Context: an optimization exercise on an open-source flow, tuned for small area, a short achievable clock period and few clock cycles per item. The choices shown serve that exercise and are no tape-out recipe.
For this run, only the layout was checked, not whether the RTL still works.
Power is estimated from default activity; no workload was simulated.

--- flow/design.v ---
module popcount_pipe (
  input  logic         clk_i,
  input  logic [255:0] data_i,
  output logic [8:0]   count_o
);
  logic s0_1;
  logic c0_2;
  logic s0_3;
  logic c0_4;
  logic s0_5;
  logic c0_6;
  logic s0_7;
  logic c0_8;
  logic s0_9;
  logic c0_10;
  logic s0_11;
  logic c0_12;
  logic s0_13;
  logic c0_14;
  logic s0_15;
  logic c0_16;
  logic s0_17;
  logic c0_18;
  logic s0_19;
  logic c0_20;
  logic s0_21;
  logic c0_22;
  logic s0_23;
  logic c0_24;
  logic s0_25;
  logic c0_26;
  logic s0_27;
  logic c0_28;
  logic s0_29;
  logic c0_30;
  logic s0_31;
  logic c0_32;
  logic s0_33;
  logic c0_34;
  logic s0_35;
  logic c0_36;
  logic s0_37;
  logic c0_38;
  logic s0_39;
  logic c0_40;
  logic s0_41;
  logic c0_42;
  logic s0_43;
  logic c0_44;
  logic s0_45;
  logic c0_46;
  logic s0_47;
  logic c0_48;
  logic s0_49;
  logic c0_50;
  logic s0_51;
  logic c0_52;
  logic s0_53;
  logic c0_54;
  logic s0_55;
  logic c0_56;
  logic s0_57;
  logic c0_58;
  logic s0_59;
  logic c0_60;
  logic s0_61;
  logic c0_62;
  logic s0_63;
  logic c0_64;
  logic s0_65;
  logic c0_66;
  logic s0_67;
  logic c0_68;
  logic s0_69;
  logic c0_70;
  logic s0_71;
  logic c0_72;
  logic s0_73;
  logic c0_74;
  logic s0_75;
  logic c0_76;
  logic s0_77;
  logic c0_78;
  logic s0_79;
  logic c0_80;
  logic s0_81;
  logic c0_82;
  logic s0_83;
  logic c0_84;
  logic s0_85;
  logic c0_86;
  logic s0_87;
  logic c0_88;
  logic s0_89;
  logic c0_90;
  logic s0_91;
  logic c0_92;
  logic s0_93;
  logic c0_94;
  logic s0_95;
  logic c0_96;
  logic s0_97;
  logic c0_98;
  logic s0_99;
  logic c0_100;
  logic s0_101;
  logic c0_102;
  logic s0_103;
  logic c0_104;
  logic s0_105;
  logic c0_106;
  logic s0_107;
  logic c0_108;
  logic s0_109;
  logic c0_110;
  logic s0_111;
  logic c0_112;
  logic s0_113;
  logic c0_114;
  logic s0_115;
  logic c0_116;
  logic s0_117;
  logic c0_118;
  logic s0_119;
  logic c0_120;
  logic s0_121;
  logic c0_122;
  logic s0_123;
  logic c0_124;
  logic s0_125;
  logic c0_126;
  logic s0_127;
  logic c0_128;
  logic s0_129;
  logic c0_130;
  logic s0_131;
  logic c0_132;
  logic s0_133;
  logic c0_134;
  logic s0_135;
  logic c0_136;
  logic s0_137;
  logic c0_138;
  logic s0_139;
  logic c0_140;
  logic s0_141;
  logic c0_142;
  logic s0_143;
  logic c0_144;
  logic s0_145;
  logic c0_146;
  logic s0_147;
  logic c0_148;
  logic s0_149;
  logic c0_150;
  logic s0_151;
  logic c0_152;
  logic s0_153;
  logic c0_154;
  logic s0_155;
  logic c0_156;
  logic s0_157;
  logic c0_158;
  logic s0_159;
  logic c0_160;
  logic s0_161;
  logic c0_162;
  logic s0_163;
  logic c0_164;
  logic s0_165;
  logic c0_166;
  logic s0_167;
  logic c0_168;
  logic s0_169;
  logic c0_170;
  logic s0_171;
  logic c0_172;
  logic s0_173;
  logic c0_174;
  logic s0_175;
  logic c0_176;
  logic s0_177;
  logic c0_178;
  logic s0_179;
  logic c0_180;
  logic s0_181;
  logic c0_182;
  logic s0_183;
  logic c0_184;
  logic s0_185;
  logic c0_186;
  logic s0_187;
  logic c0_188;
  logic s0_189;
  logic c0_190;
  logic s0_191;
  logic c0_192;
  logic s0_193;
  logic c0_194;
  logic s0_195;
  logic c0_196;
  logic s0_197;
  logic c0_198;
  logic s0_199;
  logic c0_200;
  logic s0_201;
  logic c0_202;
  logic s0_203;
  logic c0_204;
  logic s0_205;
  logic c0_206;
  logic s0_207;
  logic c0_208;
  logic s0_209;
  logic c0_210;
  logic s0_211;
  logic c0_212;
  logic s0_213;
  logic c0_214;
  logic s0_215;
  logic c0_216;
  logic s0_217;
  logic c0_218;
  logic s0_219;
  logic c0_220;
  logic s0_221;
  logic c0_222;
  logic s0_223;
  logic c0_224;
  logic s0_225;
  logic c0_226;
  logic s0_227;
  logic c0_228;
  logic s0_229;
  logic c0_230;
  logic s0_231;
  logic c0_232;
  logic s0_233;
  logic c0_234;
  logic s0_235;
  logic c0_236;
  logic s0_237;
  logic c0_238;
  logic s0_239;
  logic c0_240;
  logic s0_241;
  logic c0_242;
  logic s0_243;
  logic c0_244;
  logic s0_245;
  logic c0_246;
  logic s0_247;
  logic c0_248;
  logic s0_249;
  logic c0_250;
  logic s0_251;
  logic c0_252;
  logic s0_253;
  logic c0_254;
  logic s0_255;
  logic c0_256;
  logic s0_257;
  logic c0_258;
  logic s0_259;
  logic c0_260;
  logic s0_261;
  logic c0_262;
  logic s0_263;
  logic c0_264;
  logic s0_265;
  logic c0_266;
  logic s0_267;
  logic c0_268;
  logic s0_269;
  logic c0_270;
  logic s0_271;
  logic c0_272;
  logic s0_273;
  logic c0_274;
  logic s0_275;
  logic c0_276;
  logic s0_277;
  logic c0_278;
  logic s0_279;
  logic c0_280;
  logic s0_281;
  logic c0_282;
  logic [114:0] p0_q;
  logic s1_283;
  logic c1_284;
  logic s1_285;
  logic c1_286;
  logic s1_287;
  logic c1_288;
  logic s1_289;
  logic c1_290;
  logic s1_291;
  logic c1_292;
  logic s1_293;
  logic c1_294;
  logic s1_295;
  logic c1_296;
  logic s1_297;
  logic c1_298;
  logic s1_299;
  logic c1_300;
  logic s1_301;
  logic c1_302;
  logic s1_303;
  logic c1_304;
  logic s1_305;
  logic c1_306;
  logic s1_307;
  logic c1_308;
  logic s1_309;
  logic c1_310;
  logic s1_311;
  logic c1_312;
  logic s1_313;
  logic c1_314;
  logic s1_315;
  logic c1_316;
  logic s1_317;
  logic c1_318;
  logic s1_319;
  logic c1_320;
  logic s1_321;
  logic c1_322;
  logic s1_323;
  logic c1_324;
  logic s1_325;
  logic c1_326;
  logic s1_327;
  logic c1_328;
  logic s1_329;
  logic c1_330;
  logic s1_331;
  logic c1_332;
  logic s1_333;
  logic c1_334;
  logic s1_335;
  logic c1_336;
  logic s1_337;
  logic c1_338;
  logic s1_339;
  logic c1_340;
  logic s1_341;
  logic c1_342;
  logic s1_343;
  logic c1_344;
  logic s1_345;
  logic c1_346;
  logic s1_347;
  logic c1_348;
  logic s1_349;
  logic c1_350;
  logic s1_351;
  logic c1_352;
  logic s1_353;
  logic c1_354;
  logic s1_355;
  logic c1_356;
  logic s1_357;
  logic c1_358;
  logic s1_359;
  logic c1_360;
  logic s1_361;
  logic c1_362;
  logic s1_363;
  logic c1_364;
  logic s1_365;
  logic c1_366;
  logic s1_367;
  logic c1_368;
  logic s1_369;
  logic c1_370;
  logic s1_371;
  logic c1_372;
  logic s1_373;
  logic c1_374;
  logic s1_375;
  logic c1_376;
  logic s1_377;
  logic c1_378;
  logic s1_379;
  logic c1_380;
  logic s1_381;
  logic c1_382;
  logic s1_383;
  logic c1_384;
  logic s1_385;
  logic c1_386;
  logic s1_387;
  logic c1_388;
  logic s1_389;
  logic c1_390;
  logic s1_391;
  logic c1_392;
  logic s1_393;
  logic c1_394;
  logic s1_395;
  logic c1_396;
  logic s1_397;
  logic c1_398;
  logic s1_399;
  logic c1_400;
  logic s1_401;
  logic c1_402;
  logic s1_403;
  logic c1_404;
  logic s1_405;
  logic c1_406;
  logic s1_407;
  logic c1_408;
  logic s1_409;
  logic c1_410;
  logic s1_411;
  logic c1_412;
  logic s1_413;
  logic c1_414;
  logic s1_415;
  logic c1_416;
  logic s1_417;
  logic c1_418;
  logic s1_419;
  logic c1_420;
  logic s1_421;
  logic c1_422;
  logic s1_423;
  logic c1_424;
  logic s1_425;
  logic c1_426;
  logic s1_427;
  logic c1_428;
  logic s1_429;
  logic c1_430;
  logic s1_431;
  logic c1_432;
  logic s1_433;
  logic c1_434;
  logic s1_435;
  logic c1_436;
  logic s1_437;
  logic c1_438;
  logic s1_439;
  logic c1_440;
  logic s1_441;
  logic c1_442;
  logic s1_443;
  logic c1_444;
  logic s1_445;
  logic c1_446;
  logic s1_447;
  logic c1_448;
  logic s1_449;
  logic c1_450;
  logic s1_451;
  logic c1_452;
  logic s1_453;
  logic c1_454;
  logic s1_455;
  logic c1_456;
  logic s1_457;
  logic c1_458;
  logic s1_459;
  logic c1_460;
  logic s1_461;
  logic c1_462;
  logic s1_463;
  logic c1_464;
  logic s1_465;
  logic c1_466;
  logic s1_467;
  logic c1_468;
  logic [21:0] p1_q;
  logic s2_469;
  logic c2_470;
  logic s2_471;
  logic c2_472;
  logic s2_473;
  logic c2_474;
  logic s2_475;
  logic c2_476;
  logic s2_477;
  logic c2_478;
  logic s2_479;
  logic c2_480;
  logic s2_481;
  logic c2_482;
  logic s2_483;
  logic c2_484;
  logic s2_485;
  logic c2_486;
  logic s2_487;
  logic c2_488;
  logic s2_489;
  logic c2_490;
  logic s2_491;
  logic c2_492;
  logic [9:0] p2_q;
  logic s3_493;
  logic c3_494;
  logic [8:0] row_a, row_b;
  fa u_fa2 (.a(data_i[0]), .b(data_i[100]), .c(data_i[101]), .s(s0_1), .co(c0_2));
  fa u_fa4 (.a(data_i[102]), .b(data_i[103]), .c(data_i[104]), .s(s0_3), .co(c0_4));
  fa u_fa6 (.a(data_i[105]), .b(data_i[106]), .c(data_i[107]), .s(s0_5), .co(c0_6));
  fa u_fa8 (.a(data_i[108]), .b(data_i[109]), .c(data_i[10]), .s(s0_7), .co(c0_8));
  fa u_fa10 (.a(data_i[110]), .b(data_i[111]), .c(data_i[112]), .s(s0_9), .co(c0_10));
  fa u_fa12 (.a(data_i[113]), .b(data_i[114]), .c(data_i[115]), .s(s0_11), .co(c0_12));
  fa u_fa14 (.a(data_i[116]), .b(data_i[117]), .c(data_i[118]), .s(s0_13), .co(c0_14));
  fa u_fa16 (.a(data_i[119]), .b(data_i[11]), .c(data_i[120]), .s(s0_15), .co(c0_16));
  fa u_fa18 (.a(data_i[121]), .b(data_i[122]), .c(data_i[123]), .s(s0_17), .co(c0_18));
  fa u_fa20 (.a(data_i[124]), .b(data_i[125]), .c(data_i[126]), .s(s0_19), .co(c0_20));
  fa u_fa22 (.a(data_i[127]), .b(data_i[128]), .c(data_i[129]), .s(s0_21), .co(c0_22));
  fa u_fa24 (.a(data_i[12]), .b(data_i[130]), .c(data_i[131]), .s(s0_23), .co(c0_24));
  fa u_fa26 (.a(data_i[132]), .b(data_i[133]), .c(data_i[134]), .s(s0_25), .co(c0_26));
  fa u_fa28 (.a(data_i[135]), .b(data_i[136]), .c(data_i[137]), .s(s0_27), .co(c0_28));
  fa u_fa30 (.a(data_i[138]), .b(data_i[139]), .c(data_i[13]), .s(s0_29), .co(c0_30));
  fa u_fa32 (.a(data_i[140]), .b(data_i[141]), .c(data_i[142]), .s(s0_31), .co(c0_32));
  fa u_fa34 (.a(data_i[143]), .b(data_i[144]), .c(data_i[145]), .s(s0_33), .co(c0_34));
  fa u_fa36 (.a(data_i[146]), .b(data_i[147]), .c(data_i[148]), .s(s0_35), .co(c0_36));
  fa u_fa38 (.a(data_i[149]), .b(data_i[14]), .c(data_i[150]), .s(s0_37), .co(c0_38));
  fa u_fa40 (.a(data_i[151]), .b(data_i[152]), .c(data_i[153]), .s(s0_39), .co(c0_40));
  fa u_fa42 (.a(data_i[154]), .b(data_i[155]), .c(data_i[156]), .s(s0_41), .co(c0_42));
  fa u_fa44 (.a(data_i[157]), .b(data_i[158]), .c(data_i[159]), .s(s0_43), .co(c0_44));
  fa u_fa46 (.a(data_i[15]), .b(data_i[160]), .c(data_i[161]), .s(s0_45), .co(c0_46));
  fa u_fa48 (.a(data_i[162]), .b(data_i[163]), .c(data_i[164]), .s(s0_47), .co(c0_48));
  fa u_fa50 (.a(data_i[165]), .b(data_i[166]), .c(data_i[167]), .s(s0_49), .co(c0_50));
  fa u_fa52 (.a(data_i[168]), .b(data_i[169]), .c(data_i[16]), .s(s0_51), .co(c0_52));
  fa u_fa54 (.a(data_i[170]), .b(data_i[171]), .c(data_i[172]), .s(s0_53), .co(c0_54));
  fa u_fa56 (.a(data_i[173]), .b(data_i[174]), .c(data_i[175]), .s(s0_55), .co(c0_56));
  fa u_fa58 (.a(data_i[176]), .b(data_i[177]), .c(data_i[178]), .s(s0_57), .co(c0_58));
  fa u_fa60 (.a(data_i[179]), .b(data_i[17]), .c(data_i[180]), .s(s0_59), .co(c0_60));
  fa u_fa62 (.a(data_i[181]), .b(data_i[182]), .c(data_i[183]), .s(s0_61), .co(c0_62));
  fa u_fa64 (.a(data_i[184]), .b(data_i[185]), .c(data_i[186]), .s(s0_63), .co(c0_64));
  fa u_fa66 (.a(data_i[187]), .b(data_i[188]), .c(data_i[189]), .s(s0_65), .co(c0_66));
  fa u_fa68 (.a(data_i[18]), .b(data_i[190]), .c(data_i[191]), .s(s0_67), .co(c0_68));
  fa u_fa70 (.a(data_i[192]), .b(data_i[193]), .c(data_i[194]), .s(s0_69), .co(c0_70));
  fa u_fa72 (.a(data_i[195]), .b(data_i[196]), .c(data_i[197]), .s(s0_71), .co(c0_72));
  fa u_fa74 (.a(data_i[198]), .b(data_i[199]), .c(data_i[19]), .s(s0_73), .co(c0_74));
  fa u_fa76 (.a(data_i[1]), .b(data_i[200]), .c(data_i[201]), .s(s0_75), .co(c0_76));
  fa u_fa78 (.a(data_i[202]), .b(data_i[203]), .c(data_i[204]), .s(s0_77), .co(c0_78));
  fa u_fa80 (.a(data_i[205]), .b(data_i[206]), .c(data_i[207]), .s(s0_79), .co(c0_80));
  fa u_fa82 (.a(data_i[208]), .b(data_i[209]), .c(data_i[20]), .s(s0_81), .co(c0_82));
  fa u_fa84 (.a(data_i[210]), .b(data_i[211]), .c(data_i[212]), .s(s0_83), .co(c0_84));
  fa u_fa86 (.a(data_i[213]), .b(data_i[214]), .c(data_i[215]), .s(s0_85), .co(c0_86));
  fa u_fa88 (.a(data_i[216]), .b(data_i[217]), .c(data_i[218]), .s(s0_87), .co(c0_88));
  fa u_fa90 (.a(data_i[219]), .b(data_i[21]), .c(data_i[220]), .s(s0_89), .co(c0_90));
  fa u_fa92 (.a(data_i[221]), .b(data_i[222]), .c(data_i[223]), .s(s0_91), .co(c0_92));
  fa u_fa94 (.a(data_i[224]), .b(data_i[225]), .c(data_i[226]), .s(s0_93), .co(c0_94));
  fa u_fa96 (.a(data_i[227]), .b(data_i[228]), .c(data_i[229]), .s(s0_95), .co(c0_96));
  fa u_fa98 (.a(data_i[22]), .b(data_i[230]), .c(data_i[231]), .s(s0_97), .co(c0_98));
  fa u_fa100 (.a(data_i[232]), .b(data_i[233]), .c(data_i[234]), .s(s0_99), .co(c0_100));
  fa u_fa102 (.a(data_i[235]), .b(data_i[236]), .c(data_i[237]), .s(s0_101), .co(c0_102));
  fa u_fa104 (.a(data_i[238]), .b(data_i[239]), .c(data_i[23]), .s(s0_103), .co(c0_104));
  fa u_fa106 (.a(data_i[240]), .b(data_i[241]), .c(data_i[242]), .s(s0_105), .co(c0_106));
  fa u_fa108 (.a(data_i[243]), .b(data_i[244]), .c(data_i[245]), .s(s0_107), .co(c0_108));
  fa u_fa110 (.a(data_i[246]), .b(data_i[247]), .c(data_i[248]), .s(s0_109), .co(c0_110));
  fa u_fa112 (.a(data_i[249]), .b(data_i[24]), .c(data_i[250]), .s(s0_111), .co(c0_112));
  fa u_fa114 (.a(data_i[251]), .b(data_i[252]), .c(data_i[253]), .s(s0_113), .co(c0_114));
  fa u_fa116 (.a(data_i[254]), .b(data_i[255]), .c(data_i[25]), .s(s0_115), .co(c0_116));
  fa u_fa118 (.a(data_i[26]), .b(data_i[27]), .c(data_i[28]), .s(s0_117), .co(c0_118));
  fa u_fa120 (.a(data_i[29]), .b(data_i[2]), .c(data_i[30]), .s(s0_119), .co(c0_120));
  fa u_fa122 (.a(data_i[31]), .b(data_i[32]), .c(data_i[33]), .s(s0_121), .co(c0_122));
  fa u_fa124 (.a(data_i[34]), .b(data_i[35]), .c(data_i[36]), .s(s0_123), .co(c0_124));
  fa u_fa126 (.a(data_i[37]), .b(data_i[38]), .c(data_i[39]), .s(s0_125), .co(c0_126));
  fa u_fa128 (.a(data_i[3]), .b(data_i[40]), .c(data_i[41]), .s(s0_127), .co(c0_128));
  fa u_fa130 (.a(data_i[42]), .b(data_i[43]), .c(data_i[44]), .s(s0_129), .co(c0_130));
  fa u_fa132 (.a(data_i[45]), .b(data_i[46]), .c(data_i[47]), .s(s0_131), .co(c0_132));
  fa u_fa134 (.a(data_i[48]), .b(data_i[49]), .c(data_i[4]), .s(s0_133), .co(c0_134));
  fa u_fa136 (.a(data_i[50]), .b(data_i[51]), .c(data_i[52]), .s(s0_135), .co(c0_136));
  fa u_fa138 (.a(data_i[53]), .b(data_i[54]), .c(data_i[55]), .s(s0_137), .co(c0_138));
  fa u_fa140 (.a(data_i[56]), .b(data_i[57]), .c(data_i[58]), .s(s0_139), .co(c0_140));
  fa u_fa142 (.a(data_i[59]), .b(data_i[5]), .c(data_i[60]), .s(s0_141), .co(c0_142));
  fa u_fa144 (.a(data_i[61]), .b(data_i[62]), .c(data_i[63]), .s(s0_143), .co(c0_144));
  fa u_fa146 (.a(data_i[64]), .b(data_i[65]), .c(data_i[66]), .s(s0_145), .co(c0_146));
  fa u_fa148 (.a(data_i[67]), .b(data_i[68]), .c(data_i[69]), .s(s0_147), .co(c0_148));
  fa u_fa150 (.a(data_i[6]), .b(data_i[70]), .c(data_i[71]), .s(s0_149), .co(c0_150));
  fa u_fa152 (.a(data_i[72]), .b(data_i[73]), .c(data_i[74]), .s(s0_151), .co(c0_152));
  fa u_fa154 (.a(data_i[75]), .b(data_i[76]), .c(data_i[77]), .s(s0_153), .co(c0_154));
  fa u_fa156 (.a(data_i[78]), .b(data_i[79]), .c(data_i[7]), .s(s0_155), .co(c0_156));
  fa u_fa158 (.a(data_i[80]), .b(data_i[81]), .c(data_i[82]), .s(s0_157), .co(c0_158));
  fa u_fa160 (.a(data_i[83]), .b(data_i[84]), .c(data_i[85]), .s(s0_159), .co(c0_160));
  fa u_fa162 (.a(data_i[86]), .b(data_i[87]), .c(data_i[88]), .s(s0_161), .co(c0_162));
  fa u_fa164 (.a(data_i[89]), .b(data_i[8]), .c(data_i[90]), .s(s0_163), .co(c0_164));
  fa u_fa166 (.a(data_i[91]), .b(data_i[92]), .c(data_i[93]), .s(s0_165), .co(c0_166));
  fa u_fa168 (.a(data_i[94]), .b(data_i[95]), .c(data_i[96]), .s(s0_167), .co(c0_168));
  fa u_fa170 (.a(data_i[97]), .b(data_i[98]), .c(data_i[99]), .s(s0_169), .co(c0_170));
  fa u_fa172 (.a(data_i[9]), .b(s0_1), .c(s0_101), .s(s0_171), .co(c0_172));
  fa u_fa174 (.a(s0_103), .b(s0_105), .c(s0_107), .s(s0_173), .co(c0_174));
  fa u_fa176 (.a(s0_109), .b(s0_11), .c(s0_111), .s(s0_175), .co(c0_176));
  fa u_fa178 (.a(s0_113), .b(s0_115), .c(s0_117), .s(s0_177), .co(c0_178));
  fa u_fa180 (.a(s0_119), .b(s0_121), .c(s0_123), .s(s0_179), .co(c0_180));
  fa u_fa182 (.a(s0_125), .b(s0_127), .c(s0_129), .s(s0_181), .co(c0_182));
  fa u_fa184 (.a(s0_13), .b(s0_131), .c(s0_133), .s(s0_183), .co(c0_184));
  fa u_fa186 (.a(s0_135), .b(s0_137), .c(s0_139), .s(s0_185), .co(c0_186));
  fa u_fa188 (.a(s0_141), .b(s0_143), .c(s0_145), .s(s0_187), .co(c0_188));
  fa u_fa190 (.a(s0_147), .b(s0_149), .c(s0_15), .s(s0_189), .co(c0_190));
  fa u_fa192 (.a(s0_151), .b(s0_153), .c(s0_155), .s(s0_191), .co(c0_192));
  fa u_fa194 (.a(s0_157), .b(s0_159), .c(s0_161), .s(s0_193), .co(c0_194));
  fa u_fa196 (.a(s0_163), .b(s0_165), .c(s0_167), .s(s0_195), .co(c0_196));
  fa u_fa198 (.a(s0_169), .b(s0_17), .c(s0_19), .s(s0_197), .co(c0_198));
  fa u_fa200 (.a(s0_21), .b(s0_23), .c(s0_25), .s(s0_199), .co(c0_200));
  fa u_fa202 (.a(s0_27), .b(s0_29), .c(s0_3), .s(s0_201), .co(c0_202));
  fa u_fa204 (.a(s0_31), .b(s0_33), .c(s0_35), .s(s0_203), .co(c0_204));
  fa u_fa206 (.a(s0_37), .b(s0_39), .c(s0_41), .s(s0_205), .co(c0_206));
  fa u_fa208 (.a(s0_43), .b(s0_45), .c(s0_47), .s(s0_207), .co(c0_208));
  fa u_fa210 (.a(s0_49), .b(s0_5), .c(s0_51), .s(s0_209), .co(c0_210));
  fa u_fa212 (.a(s0_53), .b(s0_55), .c(s0_57), .s(s0_211), .co(c0_212));
  fa u_fa214 (.a(s0_59), .b(s0_61), .c(s0_63), .s(s0_213), .co(c0_214));
  fa u_fa216 (.a(s0_65), .b(s0_67), .c(s0_69), .s(s0_215), .co(c0_216));
  fa u_fa218 (.a(s0_7), .b(s0_71), .c(s0_73), .s(s0_217), .co(c0_218));
  fa u_fa220 (.a(s0_75), .b(s0_77), .c(s0_79), .s(s0_219), .co(c0_220));
  fa u_fa222 (.a(s0_81), .b(s0_83), .c(s0_85), .s(s0_221), .co(c0_222));
  fa u_fa224 (.a(s0_87), .b(s0_89), .c(s0_9), .s(s0_223), .co(c0_224));
  fa u_fa226 (.a(s0_91), .b(s0_93), .c(s0_95), .s(s0_225), .co(c0_226));
  fa u_fa228 (.a(c0_10), .b(c0_100), .c(c0_102), .s(s0_227), .co(c0_228));
  fa u_fa230 (.a(c0_104), .b(c0_106), .c(c0_108), .s(s0_229), .co(c0_230));
  fa u_fa232 (.a(c0_110), .b(c0_112), .c(c0_114), .s(s0_231), .co(c0_232));
  fa u_fa234 (.a(c0_116), .b(c0_118), .c(c0_12), .s(s0_233), .co(c0_234));
  fa u_fa236 (.a(c0_120), .b(c0_122), .c(c0_124), .s(s0_235), .co(c0_236));
  fa u_fa238 (.a(c0_126), .b(c0_128), .c(c0_130), .s(s0_237), .co(c0_238));
  fa u_fa240 (.a(c0_132), .b(c0_134), .c(c0_136), .s(s0_239), .co(c0_240));
  fa u_fa242 (.a(c0_138), .b(c0_14), .c(c0_140), .s(s0_241), .co(c0_242));
  fa u_fa244 (.a(c0_142), .b(c0_144), .c(c0_146), .s(s0_243), .co(c0_244));
  fa u_fa246 (.a(c0_148), .b(c0_150), .c(c0_152), .s(s0_245), .co(c0_246));
  fa u_fa248 (.a(c0_154), .b(c0_156), .c(c0_158), .s(s0_247), .co(c0_248));
  fa u_fa250 (.a(c0_16), .b(c0_160), .c(c0_162), .s(s0_249), .co(c0_250));
  fa u_fa252 (.a(c0_164), .b(c0_166), .c(c0_168), .s(s0_251), .co(c0_252));
  fa u_fa254 (.a(c0_170), .b(c0_18), .c(c0_2), .s(s0_253), .co(c0_254));
  fa u_fa256 (.a(c0_20), .b(c0_22), .c(c0_24), .s(s0_255), .co(c0_256));
  fa u_fa258 (.a(c0_26), .b(c0_28), .c(c0_30), .s(s0_257), .co(c0_258));
  fa u_fa260 (.a(c0_32), .b(c0_34), .c(c0_36), .s(s0_259), .co(c0_260));
  fa u_fa262 (.a(c0_38), .b(c0_4), .c(c0_40), .s(s0_261), .co(c0_262));
  fa u_fa264 (.a(c0_42), .b(c0_44), .c(c0_46), .s(s0_263), .co(c0_264));
  fa u_fa266 (.a(c0_48), .b(c0_50), .c(c0_52), .s(s0_265), .co(c0_266));
  fa u_fa268 (.a(c0_54), .b(c0_56), .c(c0_58), .s(s0_267), .co(c0_268));
  fa u_fa270 (.a(c0_6), .b(c0_60), .c(c0_62), .s(s0_269), .co(c0_270));
  fa u_fa272 (.a(c0_64), .b(c0_66), .c(c0_68), .s(s0_271), .co(c0_272));
  fa u_fa274 (.a(c0_70), .b(c0_72), .c(c0_74), .s(s0_273), .co(c0_274));
  fa u_fa276 (.a(c0_76), .b(c0_78), .c(c0_8), .s(s0_275), .co(c0_276));
  fa u_fa278 (.a(c0_80), .b(c0_82), .c(c0_84), .s(s0_277), .co(c0_278));
  fa u_fa280 (.a(c0_86), .b(c0_88), .c(c0_90), .s(s0_279), .co(c0_280));
  fa u_fa282 (.a(c0_92), .b(c0_94), .c(c0_96), .s(s0_281), .co(c0_282));
  fa u_fa284 (.a(p0_q[0]), .b(p0_q[10]), .c(p0_q[11]), .s(s1_283), .co(c1_284));
  fa u_fa286 (.a(p0_q[12]), .b(p0_q[13]), .c(p0_q[14]), .s(s1_285), .co(c1_286));
  fa u_fa288 (.a(p0_q[15]), .b(p0_q[16]), .c(p0_q[17]), .s(s1_287), .co(c1_288));
  fa u_fa290 (.a(p0_q[18]), .b(p0_q[19]), .c(p0_q[1]), .s(s1_289), .co(c1_290));
  fa u_fa292 (.a(p0_q[20]), .b(p0_q[21]), .c(p0_q[22]), .s(s1_291), .co(c1_292));
  fa u_fa294 (.a(p0_q[23]), .b(p0_q[24]), .c(p0_q[25]), .s(s1_293), .co(c1_294));
  fa u_fa296 (.a(p0_q[26]), .b(p0_q[27]), .c(p0_q[28]), .s(s1_295), .co(c1_296));
  fa u_fa298 (.a(p0_q[29]), .b(p0_q[2]), .c(p0_q[3]), .s(s1_297), .co(c1_298));
  fa u_fa300 (.a(p0_q[4]), .b(p0_q[5]), .c(p0_q[6]), .s(s1_299), .co(c1_300));
  fa u_fa302 (.a(p0_q[7]), .b(p0_q[8]), .c(p0_q[9]), .s(s1_301), .co(c1_302));
  fa u_fa304 (.a(s1_283), .b(s1_285), .c(s1_287), .s(s1_303), .co(c1_304));
  fa u_fa306 (.a(s1_289), .b(s1_291), .c(s1_293), .s(s1_305), .co(c1_306));
  fa u_fa308 (.a(s1_295), .b(s1_297), .c(s1_299), .s(s1_307), .co(c1_308));
  fa u_fa310 (.a(s1_301), .b(s1_303), .c(s1_305), .s(s1_309), .co(c1_310));
  fa u_fa312 (.a(p0_q[30]), .b(p0_q[31]), .c(p0_q[32]), .s(s1_311), .co(c1_312));
  fa u_fa314 (.a(p0_q[33]), .b(p0_q[34]), .c(p0_q[35]), .s(s1_313), .co(c1_314));
  fa u_fa316 (.a(p0_q[36]), .b(p0_q[37]), .c(p0_q[38]), .s(s1_315), .co(c1_316));
  fa u_fa318 (.a(p0_q[39]), .b(p0_q[40]), .c(p0_q[41]), .s(s1_317), .co(c1_318));
  fa u_fa320 (.a(p0_q[42]), .b(p0_q[43]), .c(p0_q[44]), .s(s1_319), .co(c1_320));
  fa u_fa322 (.a(p0_q[45]), .b(p0_q[46]), .c(p0_q[47]), .s(s1_321), .co(c1_322));
  fa u_fa324 (.a(p0_q[48]), .b(p0_q[49]), .c(p0_q[50]), .s(s1_323), .co(c1_324));
  fa u_fa326 (.a(p0_q[51]), .b(p0_q[52]), .c(p0_q[53]), .s(s1_325), .co(c1_326));
  fa u_fa328 (.a(p0_q[54]), .b(p0_q[55]), .c(p0_q[56]), .s(s1_327), .co(c1_328));
  fa u_fa330 (.a(p0_q[57]), .b(p0_q[58]), .c(p0_q[59]), .s(s1_329), .co(c1_330));
  fa u_fa332 (.a(p0_q[60]), .b(p0_q[61]), .c(p0_q[62]), .s(s1_331), .co(c1_332));
  fa u_fa334 (.a(p0_q[63]), .b(p0_q[64]), .c(p0_q[65]), .s(s1_333), .co(c1_334));
  fa u_fa336 (.a(p0_q[66]), .b(p0_q[67]), .c(p0_q[68]), .s(s1_335), .co(c1_336));
  fa u_fa338 (.a(p0_q[69]), .b(p0_q[70]), .c(p0_q[71]), .s(s1_337), .co(c1_338));
  fa u_fa340 (.a(p0_q[72]), .b(p0_q[73]), .c(p0_q[74]), .s(s1_339), .co(c1_340));
  fa u_fa342 (.a(p0_q[75]), .b(p0_q[76]), .c(p0_q[77]), .s(s1_341), .co(c1_342));
  fa u_fa344 (.a(p0_q[78]), .b(p0_q[79]), .c(p0_q[80]), .s(s1_343), .co(c1_344));
  fa u_fa346 (.a(p0_q[81]), .b(p0_q[82]), .c(p0_q[83]), .s(s1_345), .co(c1_346));
  fa u_fa348 (.a(p0_q[84]), .b(p0_q[85]), .c(p0_q[86]), .s(s1_347), .co(c1_348));
  fa u_fa350 (.a(c1_284), .b(c1_286), .c(c1_288), .s(s1_349), .co(c1_350));
  fa u_fa352 (.a(c1_290), .b(c1_292), .c(c1_294), .s(s1_351), .co(c1_352));
  fa u_fa354 (.a(c1_296), .b(c1_298), .c(c1_300), .s(s1_353), .co(c1_354));
  fa u_fa356 (.a(c1_302), .b(s1_311), .c(s1_313), .s(s1_355), .co(c1_356));
  fa u_fa358 (.a(s1_315), .b(s1_317), .c(s1_319), .s(s1_357), .co(c1_358));
  fa u_fa360 (.a(s1_321), .b(s1_323), .c(s1_325), .s(s1_359), .co(c1_360));
  fa u_fa362 (.a(s1_327), .b(s1_329), .c(s1_331), .s(s1_361), .co(c1_362));
  fa u_fa364 (.a(s1_333), .b(s1_335), .c(s1_337), .s(s1_363), .co(c1_364));
  fa u_fa366 (.a(s1_339), .b(s1_341), .c(s1_343), .s(s1_365), .co(c1_366));
  fa u_fa368 (.a(s1_345), .b(s1_347), .c(c1_304), .s(s1_367), .co(c1_368));
  fa u_fa370 (.a(c1_306), .b(c1_308), .c(s1_349), .s(s1_369), .co(c1_370));
  fa u_fa372 (.a(s1_351), .b(s1_353), .c(s1_355), .s(s1_371), .co(c1_372));
  fa u_fa374 (.a(s1_357), .b(s1_359), .c(s1_361), .s(s1_373), .co(c1_374));
  fa u_fa376 (.a(s1_363), .b(s1_365), .c(c1_310), .s(s1_375), .co(c1_376));
  fa u_fa378 (.a(s1_367), .b(s1_369), .c(s1_371), .s(s1_377), .co(c1_378));
  fa u_fa380 (.a(p0_q[100]), .b(p0_q[101]), .c(p0_q[102]), .s(s1_379), .co(c1_380));
  fa u_fa382 (.a(p0_q[103]), .b(p0_q[104]), .c(p0_q[105]), .s(s1_381), .co(c1_382));
  fa u_fa384 (.a(p0_q[106]), .b(p0_q[107]), .c(p0_q[108]), .s(s1_383), .co(c1_384));
  fa u_fa386 (.a(p0_q[109]), .b(p0_q[110]), .c(p0_q[111]), .s(s1_385), .co(c1_386));
  fa u_fa388 (.a(p0_q[112]), .b(p0_q[113]), .c(p0_q[114]), .s(s1_387), .co(c1_388));
  fa u_fa390 (.a(p0_q[87]), .b(p0_q[88]), .c(p0_q[89]), .s(s1_389), .co(c1_390));
  fa u_fa392 (.a(p0_q[90]), .b(p0_q[91]), .c(p0_q[92]), .s(s1_391), .co(c1_392));
  fa u_fa394 (.a(p0_q[93]), .b(p0_q[94]), .c(p0_q[95]), .s(s1_393), .co(c1_394));
  fa u_fa396 (.a(p0_q[96]), .b(p0_q[97]), .c(p0_q[98]), .s(s1_395), .co(c1_396));
  fa u_fa398 (.a(p0_q[99]), .b(c1_312), .c(c1_314), .s(s1_397), .co(c1_398));
  fa u_fa400 (.a(c1_316), .b(c1_318), .c(c1_320), .s(s1_399), .co(c1_400));
  fa u_fa402 (.a(c1_322), .b(c1_324), .c(c1_326), .s(s1_401), .co(c1_402));
  fa u_fa404 (.a(c1_328), .b(c1_330), .c(c1_332), .s(s1_403), .co(c1_404));
  fa u_fa406 (.a(c1_334), .b(c1_336), .c(c1_338), .s(s1_405), .co(c1_406));
  fa u_fa408 (.a(c1_340), .b(c1_342), .c(c1_344), .s(s1_407), .co(c1_408));
  fa u_fa410 (.a(c1_346), .b(c1_348), .c(s1_379), .s(s1_409), .co(c1_410));
  fa u_fa412 (.a(s1_381), .b(s1_383), .c(s1_385), .s(s1_411), .co(c1_412));
  fa u_fa414 (.a(s1_387), .b(s1_389), .c(s1_391), .s(s1_413), .co(c1_414));
  fa u_fa416 (.a(s1_393), .b(s1_395), .c(c1_350), .s(s1_415), .co(c1_416));
  fa u_fa418 (.a(c1_352), .b(c1_354), .c(c1_356), .s(s1_417), .co(c1_418));
  fa u_fa420 (.a(c1_358), .b(c1_360), .c(c1_362), .s(s1_419), .co(c1_420));
  fa u_fa422 (.a(c1_364), .b(c1_366), .c(s1_397), .s(s1_421), .co(c1_422));
  fa u_fa424 (.a(s1_399), .b(s1_401), .c(s1_403), .s(s1_423), .co(c1_424));
  fa u_fa426 (.a(s1_405), .b(s1_407), .c(s1_409), .s(s1_425), .co(c1_426));
  fa u_fa428 (.a(s1_411), .b(s1_413), .c(c1_368), .s(s1_427), .co(c1_428));
  fa u_fa430 (.a(c1_370), .b(s1_415), .c(c1_372), .s(s1_429), .co(c1_430));
  fa u_fa432 (.a(c1_374), .b(s1_417), .c(s1_419), .s(s1_431), .co(c1_432));
  fa u_fa434 (.a(s1_421), .b(s1_423), .c(s1_425), .s(s1_433), .co(c1_434));
  fa u_fa436 (.a(c1_376), .b(s1_427), .c(c1_378), .s(s1_435), .co(c1_436));
  fa u_fa438 (.a(c1_380), .b(c1_382), .c(c1_384), .s(s1_437), .co(c1_438));
  fa u_fa440 (.a(c1_386), .b(c1_388), .c(c1_390), .s(s1_439), .co(c1_440));
  fa u_fa442 (.a(c1_392), .b(c1_394), .c(c1_396), .s(s1_441), .co(c1_442));
  fa u_fa444 (.a(c1_398), .b(c1_400), .c(c1_402), .s(s1_443), .co(c1_444));
  fa u_fa446 (.a(c1_404), .b(c1_406), .c(c1_408), .s(s1_445), .co(c1_446));
  fa u_fa448 (.a(c1_410), .b(c1_412), .c(c1_414), .s(s1_447), .co(c1_448));
  fa u_fa450 (.a(s1_437), .b(s1_439), .c(s1_441), .s(s1_449), .co(c1_450));
  fa u_fa452 (.a(c1_416), .b(c1_418), .c(c1_420), .s(s1_451), .co(c1_452));
  fa u_fa454 (.a(c1_422), .b(c1_424), .c(s1_443), .s(s1_453), .co(c1_454));
  fa u_fa456 (.a(s1_445), .b(c1_426), .c(s1_447), .s(s1_455), .co(c1_456));
  fa u_fa458 (.a(s1_449), .b(c1_428), .c(c1_430), .s(s1_457), .co(c1_458));
  fa u_fa460 (.a(c1_432), .b(s1_451), .c(s1_453), .s(s1_459), .co(c1_460));
  fa u_fa462 (.a(c1_438), .b(c1_440), .c(c1_442), .s(s1_461), .co(c1_462));
  fa u_fa464 (.a(c1_444), .b(c1_446), .c(c1_448), .s(s1_463), .co(c1_464));
  fa u_fa466 (.a(c1_450), .b(s1_461), .c(c1_452), .s(s1_465), .co(c1_466));
  fa u_fa468 (.a(c1_454), .b(c1_456), .c(s1_463), .s(s1_467), .co(c1_468));
  fa u_fa470 (.a(p1_q[2]), .b(p1_q[3]), .c(p1_q[4]), .s(s2_469), .co(c2_470));
  fa u_fa472 (.a(p1_q[5]), .b(p1_q[6]), .c(p1_q[7]), .s(s2_471), .co(c2_472));
  fa u_fa474 (.a(p1_q[8]), .b(c2_470), .c(s2_471), .s(s2_473), .co(c2_474));
  fa u_fa476 (.a(p1_q[10]), .b(p1_q[11]), .c(p1_q[12]), .s(s2_475), .co(c2_476));
  fa u_fa478 (.a(p1_q[13]), .b(p1_q[9]), .c(c2_472), .s(s2_477), .co(c2_478));
  fa u_fa480 (.a(s2_475), .b(c2_474), .c(s2_477), .s(s2_479), .co(c2_480));
  fa u_fa482 (.a(p1_q[14]), .b(p1_q[15]), .c(p1_q[16]), .s(s2_481), .co(c2_482));
  fa u_fa484 (.a(p1_q[17]), .b(c2_476), .c(s2_481), .s(s2_483), .co(c2_484));
  fa u_fa486 (.a(c2_478), .b(s2_483), .c(c2_480), .s(s2_485), .co(c2_486));
  fa u_fa488 (.a(p1_q[18]), .b(p1_q[19]), .c(p1_q[20]), .s(s2_487), .co(c2_488));
  fa u_fa490 (.a(p1_q[21]), .b(c2_482), .c(s2_487), .s(s2_489), .co(c2_490));
  fa u_fa492 (.a(c2_484), .b(s2_489), .c(c2_486), .s(s2_491), .co(c2_492));
  fa u_fa494 (.a(p2_q[7]), .b(p2_q[8]), .c(p2_q[9]), .s(s3_493), .co(c3_494));
  assign row_a = {1'b0, c3_494, s3_493, p2_q[6], p2_q[5], p2_q[4], p2_q[3], p2_q[2], p2_q[0]};
  assign row_b = {1'b0, 1'b0, 1'b0, 1'b0, 1'b0, 1'b0, 1'b0, 1'b0, p2_q[1]};
  assign count_o = row_a + row_b;
  always_ff @(posedge clk_i) begin
    p0_q[0] <= s0_97;
    p0_q[1] <= s0_99;
    p0_q[2] <= s0_171;
    p0_q[3] <= s0_173;
    p0_q[4] <= s0_175;
    p0_q[5] <= s0_177;
    p0_q[6] <= s0_179;
    p0_q[7] <= s0_181;
    p0_q[8] <= s0_183;
    p0_q[9] <= s0_185;
    p0_q[10] <= s0_187;
    p0_q[11] <= s0_189;
    p0_q[12] <= s0_191;
    p0_q[13] <= s0_193;
    p0_q[14] <= s0_195;
    p0_q[15] <= s0_197;
    p0_q[16] <= s0_199;
    p0_q[17] <= s0_201;
    p0_q[18] <= s0_203;
    p0_q[19] <= s0_205;
    p0_q[20] <= s0_207;
    p0_q[21] <= s0_209;
    p0_q[22] <= s0_211;
    p0_q[23] <= s0_213;
    p0_q[24] <= s0_215;
    p0_q[25] <= s0_217;
    p0_q[26] <= s0_219;
    p0_q[27] <= s0_221;
    p0_q[28] <= s0_223;
    p0_q[29] <= s0_225;
    p0_q[30] <= c0_98;
    p0_q[31] <= c0_172;
    p0_q[32] <= c0_174;
    p0_q[33] <= c0_176;
    p0_q[34] <= c0_178;
    p0_q[35] <= c0_180;
    p0_q[36] <= c0_182;
    p0_q[37] <= c0_184;
    p0_q[38] <= c0_186;
    p0_q[39] <= c0_188;
    p0_q[40] <= c0_190;
    p0_q[41] <= c0_192;
    p0_q[42] <= c0_194;
    p0_q[43] <= c0_196;
    p0_q[44] <= c0_198;
    p0_q[45] <= c0_200;
    p0_q[46] <= c0_202;
    p0_q[47] <= c0_204;
    p0_q[48] <= c0_206;
    p0_q[49] <= c0_208;
    p0_q[50] <= c0_210;
    p0_q[51] <= c0_212;
    p0_q[52] <= c0_214;
    p0_q[53] <= c0_216;
    p0_q[54] <= c0_218;
    p0_q[55] <= c0_220;
    p0_q[56] <= c0_222;
    p0_q[57] <= c0_224;
    p0_q[58] <= c0_226;
    p0_q[59] <= s0_227;
    p0_q[60] <= s0_229;
    p0_q[61] <= s0_231;
    p0_q[62] <= s0_233;
    p0_q[63] <= s0_235;
    p0_q[64] <= s0_237;
    p0_q[65] <= s0_239;
    p0_q[66] <= s0_241;
    p0_q[67] <= s0_243;
    p0_q[68] <= s0_245;
    p0_q[69] <= s0_247;
    p0_q[70] <= s0_249;
    p0_q[71] <= s0_251;
    p0_q[72] <= s0_253;
    p0_q[73] <= s0_255;
    p0_q[74] <= s0_257;
    p0_q[75] <= s0_259;
    p0_q[76] <= s0_261;
    p0_q[77] <= s0_263;
    p0_q[78] <= s0_265;
    p0_q[79] <= s0_267;
    p0_q[80] <= s0_269;
    p0_q[81] <= s0_271;
    p0_q[82] <= s0_273;
    p0_q[83] <= s0_275;
    p0_q[84] <= s0_277;
    p0_q[85] <= s0_279;
    p0_q[86] <= s0_281;
    p0_q[87] <= c0_228;
    p0_q[88] <= c0_230;
    p0_q[89] <= c0_232;
    p0_q[90] <= c0_234;
    p0_q[91] <= c0_236;
    p0_q[92] <= c0_238;
    p0_q[93] <= c0_240;
    p0_q[94] <= c0_242;
    p0_q[95] <= c0_244;
    p0_q[96] <= c0_246;
    p0_q[97] <= c0_248;
    p0_q[98] <= c0_250;
    p0_q[99] <= c0_252;
    p0_q[100] <= c0_254;
    p0_q[101] <= c0_256;
    p0_q[102] <= c0_258;
    p0_q[103] <= c0_260;
    p0_q[104] <= c0_262;
    p0_q[105] <= c0_264;
    p0_q[106] <= c0_266;
    p0_q[107] <= c0_268;
    p0_q[108] <= c0_270;
    p0_q[109] <= c0_272;
    p0_q[110] <= c0_274;
    p0_q[111] <= c0_276;
    p0_q[112] <= c0_278;
    p0_q[113] <= c0_280;
    p0_q[114] <= c0_282;
  end
  always_ff @(posedge clk_i) begin
    p1_q[0] <= s1_307;
    p1_q[1] <= s1_309;
    p1_q[2] <= s1_373;
    p1_q[3] <= s1_375;
    p1_q[4] <= s1_377;
    p1_q[5] <= s1_429;
    p1_q[6] <= s1_431;
    p1_q[7] <= s1_433;
    p1_q[8] <= s1_435;
    p1_q[9] <= c1_434;
    p1_q[10] <= s1_455;
    p1_q[11] <= s1_457;
    p1_q[12] <= s1_459;
    p1_q[13] <= c1_436;
    p1_q[14] <= c1_458;
    p1_q[15] <= c1_460;
    p1_q[16] <= s1_465;
    p1_q[17] <= s1_467;
    p1_q[18] <= c1_462;
    p1_q[19] <= c1_464;
    p1_q[20] <= c1_466;
    p1_q[21] <= c1_468;
  end
  always_ff @(posedge clk_i) begin
    p2_q[0] <= p1_q[0];
    p2_q[1] <= p1_q[1];
    p2_q[2] <= s2_469;
    p2_q[3] <= s2_473;
    p2_q[4] <= s2_479;
    p2_q[5] <= s2_485;
    p2_q[6] <= s2_491;
    p2_q[7] <= c2_488;
    p2_q[8] <= c2_490;
    p2_q[9] <= c2_492;
  end
endmodule
module fa (
  input  logic a, b, c,
  output logic s, co
);
  assign s  = a ^ b ^ c;
  assign co = (a & b) | (c & (a ^ b));
endmodule
module popcount256 (
  input  logic         clk_i,
  input  logic         rst_ni,
  input  logic         valid_i,
  input  logic [255:0] data_i,
  output logic         valid_o,
  output logic [8:0]   popcount_o
);
  localparam int unsigned Latency = 4;
  logic [8:0] count;
  popcount_pipe u_popcount (
    .clk_i  (clk_i),
    .data_i (data_i),
    .count_o(count)
  );
  logic [Latency-1:0] valid_q;
  always_ff @(posedge clk_i or negedge rst_ni) begin
    if (!rst_ni) begin
      valid_q <= '0;
    end else begin
      valid_q <= {valid_q[Latency-2:0], valid_i};
    end
  end
  assign valid_o = valid_q[Latency-1];
  always_ff @(posedge clk_i) begin
    popcount_o <= count;
  end
endmodule
--- flow/flow/run.sh ---
#!/bin/bash
# Own layout flow: the standard ORFS flow, with plain sky130 buf_1 cells
# as the port buffers and a clock tree without dummy balancing loads.
set -euo pipefail
cat >> config.mk <<'EOT'
export BUFFER_PORTS_ARGS = -buffer_cell sky130_fd_sc_hd__buf_1
export CTS_ARGS = -sink_clustering_enable -repair_clock_nets -dont_use_dummy_load
EOT
bash standard.sh finish > standard.log 2>&1
--- flow/standard.sh ---
#!/bin/bash
# synth_recipe.tcl (not shown) runs the flow's synth.tcl, then flattens the netlist and writes it again
# the make line also repeats each setting of config.mk as NAME=value (left out here)
make -C /OpenROAD-flow-scripts/flow DESIGN_CONFIG=/design/flow/config.mk WORK_HOME=/design/flow/orfs CLKGATE_MAP_FILE= SYNTH_SCRIPT=/design/flow/synth_recipe.tcl "${@:-finish}"
--- flow/config.mk ---
export PLATFORM = sky130hd
export DESIGN_NAME = popcount256
export DESIGN_NICKNAME = popcount256
export VERILOG_FILES = /design/flow/design.v
export SDC_FILE = /design/flow/constraint.sdc
export NUM_CORES = 4
export LEC_CHECK = 0
export CAP_MARGIN = 20
export CORE_MARGIN = 2
export CORE_UTILIZATION = 50
export SLEW_MARGIN = 20
export SYNTH_HIERARCHICAL = 1
export BUFFER_PORTS_ARGS = -buffer_cell sky130_fd_sc_hd__buf_1
export CTS_ARGS = -sink_clustering_enable -repair_clock_nets -dont_use_dummy_load
--- flow/constraint.sdc ---
create_clock -name core_clock -period 9.5 [get_ports {clk_i}]
set_input_delay 1.9000 -clock core_clock [delete_from_list [all_inputs] [get_ports {clk_i}]]
set_output_delay 1.9000 -clock core_clock [all_outputs]
set_load 0.01 [all_outputs]
==> summary.txt <==
[path summary, 6_finish.rpt]
| check | from | to | slack, ns | depth (start not counted) |
|---|---|---|---|---|
| min | u_popcount.p1_q[1] | u_popcount.p2_q[1] | 0.32 | 0 |
| min in group asynchronous | rst_ni | valid_q[3] | 1.30 | 1 |
| max in group asynchronous | rst_ni | valid_q[1] | 8.03 | 1 |
| max | u_popcount.p0_q[36] | u_popcount.p1_q[12] | 6.53 | 5 |
| min reg2reg | u_popcount.p1_q[1] | u_popcount.p2_q[1] | 0.32 | 0 |
| max reg2reg | u_popcount.p0_q[36] | u_popcount.p1_q[12] | 6.53 | 5 |
[kinds of logic (layout without fill, tap and decap cells)]
family | Yosys count | after routing | share of synthesized area
XOR/XNOR | 6 | 6 | 0.00634
adder cells (fa/ha/maj) | 249 | 249 | 0.599
buffers and inverters | 0 | 285 | 0
AND/OR/NAND/NOR | 9 | 9 | 0.00573
flip-flops | 160 | 160 | 0.389
[modules after synthesis (local to each module, per instance)]
module	cell area, sq um	times used
fa	20.0	247
popcount256	280	1
popcount_pipe	3070	1
[through the flow]
stage                     hold WS, ns   util  setup WS (ns)  instances  power, mW
after floorplan                 0.310      -           6.51        424       2.39
after global placement          0.317  0.584           6.20        912       3.00
after detailed placement        0.315  0.584           6.16        912       3.10
after CTS                       0.322  0.609           6.51        929       3.65
after global routing            0.317  0.609           6.44        929       4.00
final                           0.321  0.609           6.53        929       3.56
[state kept, by name, indices dropped and copies added, names as in the netlist]
name / cells
popcount_o: 9
valid_q: 4
u_popcount.p1_q: 22
u_popcount.p2_q: 10
u_popcount.p0_q: 115
[layout make-up]
type                    instances  share of cell area
flip-flops and latches        160               0.322
well taps                     220              0.0275
multi-input cells             264               0.507
repair buffers                268               0.101
clock buffers                  17              0.0425
[power by group through the flow]
stage / clock, mW / sequential, mW / combinational (mW)
floorplan: 0 / 1.09 / 1.29
global placement: 0 / 1.11 / 1.88
detailed placement: 0 / 1.11 / 1.98
CTS: 0.542 / 1.10 / 2.00
global route: 0.573 / 1.13 / 2.30
finish: 0.529 / 1.10 / 1.94
[routing by layer]
layer | track usage | up-vias | wire [microns]
met4 | 0.0675 | 0 | 327
met5 | 0 | - | 0
met1 | 0.244 | 2117 | 6010
met2 | 0.355 | 172 | 8280
met3 | 0.0437 | 18 | 881
li1 | - | 1855 | -
[placed cells by master, fill, tap and decap left out]
cell type	n
buf_1	268
fa_1	247
dfxtp_1	156
clkbuf_16	17
xnor2_1	5
dfrtp_1	4
nand3_1	3
nand2_1	2
ha_1	2
and4_1	1
nor2_1	1
nand4_1	1
and3_1	1
xor2_1	1
==> summary.txt <==
* Number of global-route vias before repair at between 5,000 and 6,000
* CP endpoint kind: flop
* Relative slew margins at 0.809
* Chip height at ~130 microns
* Status: complete, no violations
* Multi-input gate area at 5070 sq um
* Yosys top cell by area: fa_1
* P_int at about 2.2 mW
* DRC at 0
* Kind of cell adding the most delay to the critical path: adder cells
* Area contributors post-synth: fa_1 (60%), dfxtp_1 (38%), dfrtp_1 (1.2%)
* Drt first pass iters at 4
* Slew Viols, Final at 0
* Asr flop ratio synth at 0.0250
* Total GRT Usage at 0.200
* Die span in x at between 100 and 150 microns
* Count leader, synth: fa_1
* Maxcap violations at 0
* Routability cong. at about 0.76
* Register area at approximately 3200 sq um
* Syn nets at 932
* Synth Instances at 424
* Detailed Place HPWL at around 14 mm
* Critical-path top delay cell: fa_1
* Port Buffers at 268
* Pwr/cell area at around 360 nW/um^2
* CP dominant cell by count: fa_1
* Number of post-CTS setup repair buffers at 0
* Synth Flop Type: dfxtp_1
* CP bufs+invs at 0
* Sequential share of power at 0.308
* Flops & latches, synth at 160
* Mapped cell area at ~8300 sq um
* Yosys cell types at 12
* Std cell rows at 47
* Most instantiated cells after synthesis: fa_1 (247), dfxtp_1 (156), xnor2_1 (5), dfrtp_1 (4), nand3_1 (3)
* CTS sink cnt at 160
* Final #Nets at approximately 1,200
* Area grow syn2layout at 20.6%
* Fillers at between 1,000 and 1,500
* Ant diodes at 0
* Post-route ant nets at 0
* Vias post-DR at approximately 4,200
* CTS tree: built
* Crit path cell chain: fa_1, fa_1, fa_1, fa_1, fa_1
* Fmax at about 0.34 GHz
* Clock Pin Slew Worst Setup and Hold Paths at 0.06 ns
* Worst-path fanout max at 1
* Clock root buffer: clkbuf_16
* Post-layout min period at 2.97 ns
* Worst-Skew Late Latency at 0.41 ns
* Largest net degree at the start of global routing at 17
* Tightest Pin Transition at about 0.29 ns
* Switch share at 0.377
* Final instance area at 10000 sq um
* Logic pwr share at 0.544
* Leak Pwr at between 3 and 4 nW
* Clock tree buffer depth at 2
* Final wirelength at ~16 mm
* Switch Pwr at 1.34 mW
* Max VDD drop at roughly 210 uV
* Startpoint Class: flop
* Initial antenna violation count at 0
* Initial core utilization at 0.505
* Num ports at around 270
* Placed instance area at ~9600 sq um
* CTS Buf Count at 17
* Synth warn at 8
* CTS Hold Buffers Added at 0
* Global-route wire length before repair at ~26 mm
* Fin crit share at 0.312
* Type of the worst setup path: flop to flop
* Grt total ovfl at 0
* Layout cells sized above 1 at 0.0240
* Drt first-iter violations at roughly 120
* Core ar. at approximately 16,000 sq um
* Worst path arrival time at 3.25 ns
* Routed wire per std cell at around 17 microns
* Avg Inst Size Synth at 19.6 sq um
* Setup TNS at 0 ns
* Worst hold path type: flop to flop
* Final Hold Fails at 0
* Post-cts sizing count at 0
* Unrepaired setup endpoints after global routing: no
* Clk_skew at around 0.018 ns
* Synth top area share at 0.596
* Part of the power in the clock network at 0.148
* Req. time, crit path at about 10 ns
* CTS H-tree depth at 4
* Die area at about 18,000 sq um
* Post-synth EDFFs at 0
* Final setup violation count at 0
* DR vias/cell at roughly 4.5
* CP max stage delay at between 0.5 and 0.6 ns
* Sequential-to-total area share from yosys stat at 0.389

-- static timing again, ports no longer ideal --
Ports are ideal in the flow. The routed layout listed here was re-timed in OpenROAD.
Step 1, drivers: a clkbuf_16 drives clk_i and a buf_2 each remaining input, both assumed.
Step 2 times the ports against the registers' clock, not the clock port: input delays grow and output delays shrink by t, the midpoint of the rising clock arrivals with the driver on.
a / b / c = no drivers / after step 1 / after step 2; a / b = the first two.
t, ns: 0.447
slack for setup (ns): 6.534 / 6.534 / 6.158
pins driven straight from the clock port: 1
After both steps this run still meets setup and hold. The setup slack of this run moves by 0.000 ns with the drivers and by -0.376 ns with both steps.
